Context: an optimization exercise on an open-source flow, tuned for small area. The choices shown serve that exercise and are no tape-out recipe. In this exercise RTL edits were held to simulation tests only and were not proved equivalent to the original. Power is estimated from default activity; no workload was simulated.

===== design/flow/config.mk =====
export PLATFORM = sky130hd
export DESIGN_NAME = exe_unit_w48
export DESIGN_NICKNAME = exe_unit_w48
export VERILOG_FILES = /design/flow/design.v
export SDC_FILE = /design/flow/constraint.sdc
export NUM_CORES = 4
export LEC_CHECK = 0
export CAP_MARGIN = 20
export CORE_MARGIN = 2
export CORE_UTILIZATION = 40
export PLACE_DENSITY = 0.6
export SLEW_MARGIN = 20

===== design/flow/constraint.sdc =====
create_clock -name core_clock -period 7.0 [get_ports {i_clk}]
set_input_delay 1.4000 -clock core_clock [delete_from_list [all_inputs] [get_ports {i_clk}]]
set_output_delay 1.4000 -clock core_clock [all_outputs]
set_load 0.01 [all_outputs]

===== design/flow/design.v =====
module Dodawanie (i_argA, i_argB, o_result, o_carry);
parameter WIDTH=32;
input logic [WIDTH-1:0]  i_argA, i_argB;
output logic [WIDTH-1:0] o_result;
output logic             o_carry;
always_comb
begin
{o_carry, o_result} = i_argA + i_argB;
end
endmodule
module Porownywanie (i_argA, i_argB, o_result);
    parameter BITS = 32;
    input  logic [BITS-1:0] i_argA, i_argB;
    output logic            o_result;
    always_comb
    begin
        if (i_argA <= i_argB)
        begin
        o_result = 1;
        end
        else o_result = 0;
    end
endmodule
module ustawianie (i_argA, i_argB, o_result, o_error);
    parameter BITS=32;
    localparam MAXINTEGER = 2**BITS-1;
    input logic  [BITS-1:0] i_argA;
    input logic  [BITS-1:0] i_argB;
          logic  [BITS-1:0] tymczasowy_rejestr;
    output logic [BITS-1:0] o_result;
    output logic o_error;
    integer n;
    always_comb begin
        tymczasowy_rejestr=0;
        o_error=0;
    for (n=0;n<BITS;n=n+1) begin
    if (i_argB==n) begin
        tymczasowy_rejestr[n]=1;
    end
    end
    if (i_argB[BITS-1]==1) begin
        o_error = 1;
    end
    if (i_argB>BITS-1) begin
        o_error = 1;
    end
    o_result=tymczasowy_rejestr|i_argA;
    end
endmodule
module konwersja (i_argA, o_result, o_error);
parameter WIDTH=32;
input  logic [WIDTH-1:0]  i_argA;
output logic [WIDTH-1:0]  o_result;
output logic              o_error;
always_comb
begin
    if (i_argA[WIDTH-1]==1) begin
      o_result = {1'b1, ~i_argA[WIDTH-2:0]+1'b1};
      if ((i_argA[WIDTH-1] == 1'b1) && (|i_argA[WIDTH-2:0] == 0) ) begin
         o_error = 1'b1;
         end
      else begin
         o_error = 1'b0;
         end
   end
   else begin
      o_result=i_argA;
      o_error=1'b0;
   end
end
endmodule
module exe_unit_w48 (i_argA, i_argB, i_oper, i_clk, i_rst, o_carry, o_result, o_status, o_error_konw, o_error_ust);
    parameter WIDTH = 32;
    input logic              i_clk;
    input logic              i_rst;
    input logic  [1:0]       i_oper;
    input logic  [WIDTH-1:0] i_argB;
    input logic  [WIDTH-1:0] i_argA;
    output logic [WIDTH-1:0] o_result;
    output logic [3:0]       o_status;
    output logic             o_error_konw;
    output logic             o_error_ust;
    output logic             o_carry;
     logic [WIDTH-1:0] wynik;
     logic [WIDTH-1:0] w_dod;
     logic [WIDTH-1:0] w_por;
     logic w_por_bit;
     logic [WIDTH-1:0] w_ust;
     logic [WIDTH-1:0] w_konw;
     logic flaga_carry;
     logic flaga_error;
     logic flaga_zero;
     logic flaga_negative;
     logic flaga_even;
    Dodawanie           #(.WIDTH(WIDTH))        
    Dodawanie            (.i_argA(i_argA), .i_argB(i_argB), .o_result(w_dod), .o_carry(o_carry));    
    Porownywanie        #(.BITS(WIDTH))        
    Porownywanie         (.i_argA(i_argA), .i_argB(i_argB), .o_result(w_por_bit));
    assign w_por = {{(WIDTH-1){1'b0}}, w_por_bit};
    ustawianie          #(.BITS(WIDTH))        
    ustawianie           (.i_argA(i_argA), .i_argB(i_argB), .o_result(w_ust), .o_error(o_error_ust));
    konwersja           #(.WIDTH(WIDTH))  
    konwersja            (.i_argA(i_argA), .o_result(w_konw), .o_error(o_error_konw));
    always_comb
    begin
        case(i_oper)
        2'b00 : wynik=w_dod;
        2'b01 : wynik=w_por; 
        2'b10 : wynik=w_ust; 
        2'b11 : wynik=w_konw; 
        default :
        wynik=0;
        endcase        
        if((o_error_konw==1'b1)||(o_error_ust==1'b1))
        flaga_error=1'b1;
        else
        flaga_error=1'b0;
        if(wynik=='0) 
        flaga_zero=1'b1;
        else
        flaga_zero=1'b0;
        if(wynik[WIDTH-1]==1)
        flaga_negative=1'b1;
        else
        flaga_negative=1'b0;
        if (^wynik==0)
        flaga_even=1'b1;
        else
        flaga_even=1'b0;
    end
    always_ff @(posedge i_clk, posedge i_rst) begin
        if(i_rst==1'b1)begin
            o_result<='0;
            o_status<='0;
    end
        else begin
            o_result<=wynik;
            o_status<={flaga_even, flaga_negative, flaga_zero, flaga_error};
    end
    end
endmodule

===== design/flow/run.sh =====
#!/bin/bash
# synth_recipe.tcl (not shown) runs the flow's synth.tcl, then flattens the netlist and writes it again
# the make line also repeats each setting of config.mk as NAME=value (left out here)
make -C /OpenROAD-flow-scripts/flow DESIGN_CONFIG=/design/flow/config.mk WORK_HOME=/design/flow/orfs CLKGATE_MAP_FILE= SYNTH_SCRIPT=/design/flow/synth_recipe.tcl finish

==> run_results.csv <==
group,metric,value,unit
outcome,run_status,"timing/DRC/antenna clean",
floorplanning,die-width,124,um
drt,via_count,6177,
clock_network,cts_inserted_buffers,5,
cells_and_area,area_taken_by_flip_flops_and_latches,876,um^2
floorplanning,coreArea,14000,um^2
global_route,initial_antenna_violation_count,1,
synthesis,synth_cells,750,
cells_and_area,mostFrequentLayoutCell,"sky130_fd_sc_hd__clkdlybuf4s50_1",
timing,final-hold-violation-count,0,
power,irDropWorstVdd,0.0000929,V
synthesis,postSynth.asyncResetShare,1.00,
timing,tns,0,ns
cells_and_area,finalInstanceArea,7170,um^2
placed_design,rd_place_congestion,1.01,
timing,fmax,156,MHz
critical_path,critical_path.endpoint_type,"output port",
global_route,grt_pass1_vias,5680,
synthesis,yosysTopAreaCellShare,0.176,
drt,first_pass_iters,6,
synthesis,synth_warnings,5,
critical_path,timing.critical_path.arrival,5.02,ns
clock_network,clock-root-buffer,"sky130_fd_sc_hd__clkbuf_16",
cells_and_area,antenna_cells,0,
synthesis,mean_instance_size_in_the_synthesized_netlist,7.68,um^2
drt,drc_errors,0,
flow_run,cap_violations,0,
clock_network,cts.repair_timing.setup_buffer_count,0,
cells_and_area,layout.cells.most_common_list,"105 x sky130_fd_sc_hd__clkdlybuf4s50_1, 81 x sky130_fd_sc_hd__ha_1, 73 x sky130_fd_sc_hd__inv_1",
floorplanning,initial_utilization,0.412,
synthesis,number_of_flops_mapped_to_enable_cells_by_yosys,0,
timing,final.period_utilization,0.917,
floorplanning,fp.dieArea,15400,um^2
clock_network,cts.reportedPaths.clkPinSlew,0.05,ns
clock_network,cts.path.max_buffers,2,
placed_design,portBuffers,106,
synthesis,synth.net_count,900,
power,power_leakage,3.03,nW
synthesis,leading_cell_types_by_total_area_after_synthesis,"sky130_fd_sc_hd__ha_1 18%, sky130_fd_sc_hd__dfrtp_1 15%, sky130_fd_sc_hd__a21oi_1 5.2%, sky130_fd_sc_hd__xnor2_1 5.0%, sky130_fd_sc_hd__inv_1 4.8%",
global_route,grtUsageTotal,0.289,
floorplanning,die_h,124,um
clock_network,resize_count_post_cts,0,
floorplanning,io_pins,107,
critical_path,timing_worst_setup_path_type,"primary input to output port",
timing,rsz0062_at_grt,"no",
clock_network,ctsHtreeMaxLevel,2,
timing,final-setup-viol-count,0,
placed_design,placed_area,7000,um^2
synthesis,synth.cell_area,5760,um^2
global_route,grt_max_degree,61,
timing,min_period,6.42,ns
timing,report.final.slew_viol_count,0,
hold_path,worstHoldPathType,"primary input to asynchronous set/reset pin",
critical_path,critPathMaxFanout,7,
drt,drt-vias-per-instance,6.03,
cells_and_area,fraction_of_layout_cells_with_a_size_suffix_above_1,0.0438,
clock_network,clock_sink_count,35,
global_route,first_pass_grt_wire_length,33300,um
power,powerDensity,156,nW/um^2
cells_and_area,nets,993,
floorplanning,placement_rows,43,
critical_path,crit_path_start_kind,"primary input",
synthesis,yosys_most_used_dff,"sky130_fd_sc_hd__dfrtp_1",
synthesis,postSynthRegisterBits,35,
drt,drt_wl_total,21900,um
timing,tightestPinTransition,1.03,ns
synthesis,synth_largest_area_cell,"sky130_fd_sc_hd__ha_1",
synthesis,synth.yosys.seq_area_share,0.152,
cells_and_area,multi_input_area,4470,um^2
drt,drt-wirelength-per-cell,21.3,um
timing,slew-limit-headroom,0.302,
cells_and_area,fin_util,0.513,
critical_path,critPathRequiredTime,5.60,ns
drt,detail-route-antenna-nets,0,
placed_design,place.detailed.hpwl,18000,um
global_route,overflow,0,
synthesis,ys_types,69,
clock_network,cts_tree,"done",
cells_and_area,fillCellCount,1396,
drt,detailedRoute.firstIterationViolations,574,
cells_and_area,syn_to_final_growth,24.6,%
clock_network,hold_buffers,0,
synth_stat cells (all sizes together) (18+ instances only):
cell	count
ha	81
inv	73
nor2	63
a21oi	60
nand2	38
dfrtp	35
o21ai	35
xnor2	33
clkbuf	29
xor2	26
nor3	21
nor4	21
o31ai	18
worst paths after layout:
path                           start                endpoint  cells past startpoint
worst max-delay path       i_argA[9]                 o_carry                     11
worst min-delay path           i_rst   o_status[0]$_DFF_PP0_                      3
max in group asynchronous      i_rst  o_result[12]$_DFF_PP0_                      3
min in group core_clock    i_oper[0]  o_result[21]$_DFF_PP0_                      3
metrics by stage:
stage	hold WS [ns]	instances	power (W)	setup slack (ns)
global route	1.61	1024	0.00120	0.424
global placement	1.81	1016	0.000860	0.622
finish	1.52	1024	0.00112	0.581
CTS	1.54	1024	0.00112	0.590
floorplan	1.55	750	0.000630	1.85
detailed placement	1.82	1016	0.000864	0.586
critical path, cell delays in order:
cell and delay, ns:
sky130_fd_sc_hd__clkdlybuf4s50_1 0.63, sky130_fd_sc_hd__ha_1 0.38, sky130_fd_sc_hd__or3_1 0.39, sky130_fd_sc_hd__or4_4 0.54, sky130_fd_sc_hd__o21bai_4 0.20, sky130_fd_sc_hd__o211a_1 0.27, sky130_fd_sc_hd__nand3_1 0.11, sky130_fd_sc_hd__a31oi_2 0.13
sky130_fd_sc_hd__nor3_1 0.23, sky130_fd_sc_hd__o32a_1 0.20, sky130_fd_sc_hd__clkdlybuf4s50_1 0.54
routing by layer:
metal  vias up  share of wire  routed length, um  GRT usage
li1       2964              -                  -          -
met1      2880           0.46              10100      0.430
met2       299           0.42               9200      0.426
met3        34           0.10               2180     0.0609
met4         0          0.016                341     0.0632
met5         -              0                  0          0
power breakdown:
| group | total, W | internal [W] | leakage, nW | switching (W) |
|---|---|---|---|---|
| combinational | 0.000637 | 0.000285 | 2.52 | 0.000351 |
| clock | 0.000248 | 0.000176 | 0.0868 | 0.0000713 |
| sequential | 0.000238 | 0.000231 | 0.423 | 0.00000656 |
cell type report:
class                      instances  area share
sequential                        35       0.122
clock inverter                     2     0.00489
timing repair buffer             119       0.161
multi-input combinational        609       0.623
tap                              180      0.0314
clock buffer                       6      0.0194
inverter                          73      0.0382
state kept, by name, indices dropped and copies added, names as in the netlist:
| register | flops |
|---|---|
| o_status | 4 |
| o_result | 31 |
logic make-up after synthesis:
family	after synthesis	synth area share
fa+ha+maj	82	0.180
xor+xnor	59	0.0898
compound gates	238	0.296
mux	4	0.00696
buf+inv	106	0.0717
simple gates	226	0.203
flops	35	0.152

## what the ideal ports hide
How much do the figures lean on ideal ports? The routed layout below was timed once more, with nothing changed but the port constraints.
Step 1: set_driving_cell puts a clkbuf_16 on i_clk and a buf_2 on each other input, an assumption about the parent block.
Step 2 adds t to the input delays and takes it off the output delays; t is the mean of the earliest and latest rising clock arrival at the registers after step 1. Input paths then give back, and output paths get back, about the clock's delay inside the block.
Slacks: ideal ports / drivers / drivers and shift; pairs: ideal ports / drivers.
shift t [ns]: 0.301
setup WS [ns]: 0.581 / 0.559 / 0.559
slew at the worst register clock pin (ns): 0.05 / 0.05
pins driven straight from the clock port: 1
After both steps this run still meets setup and hold. For this run, drivers alone change the setup slack by -0.022 ns; drivers and shift together by -0.022 ns.
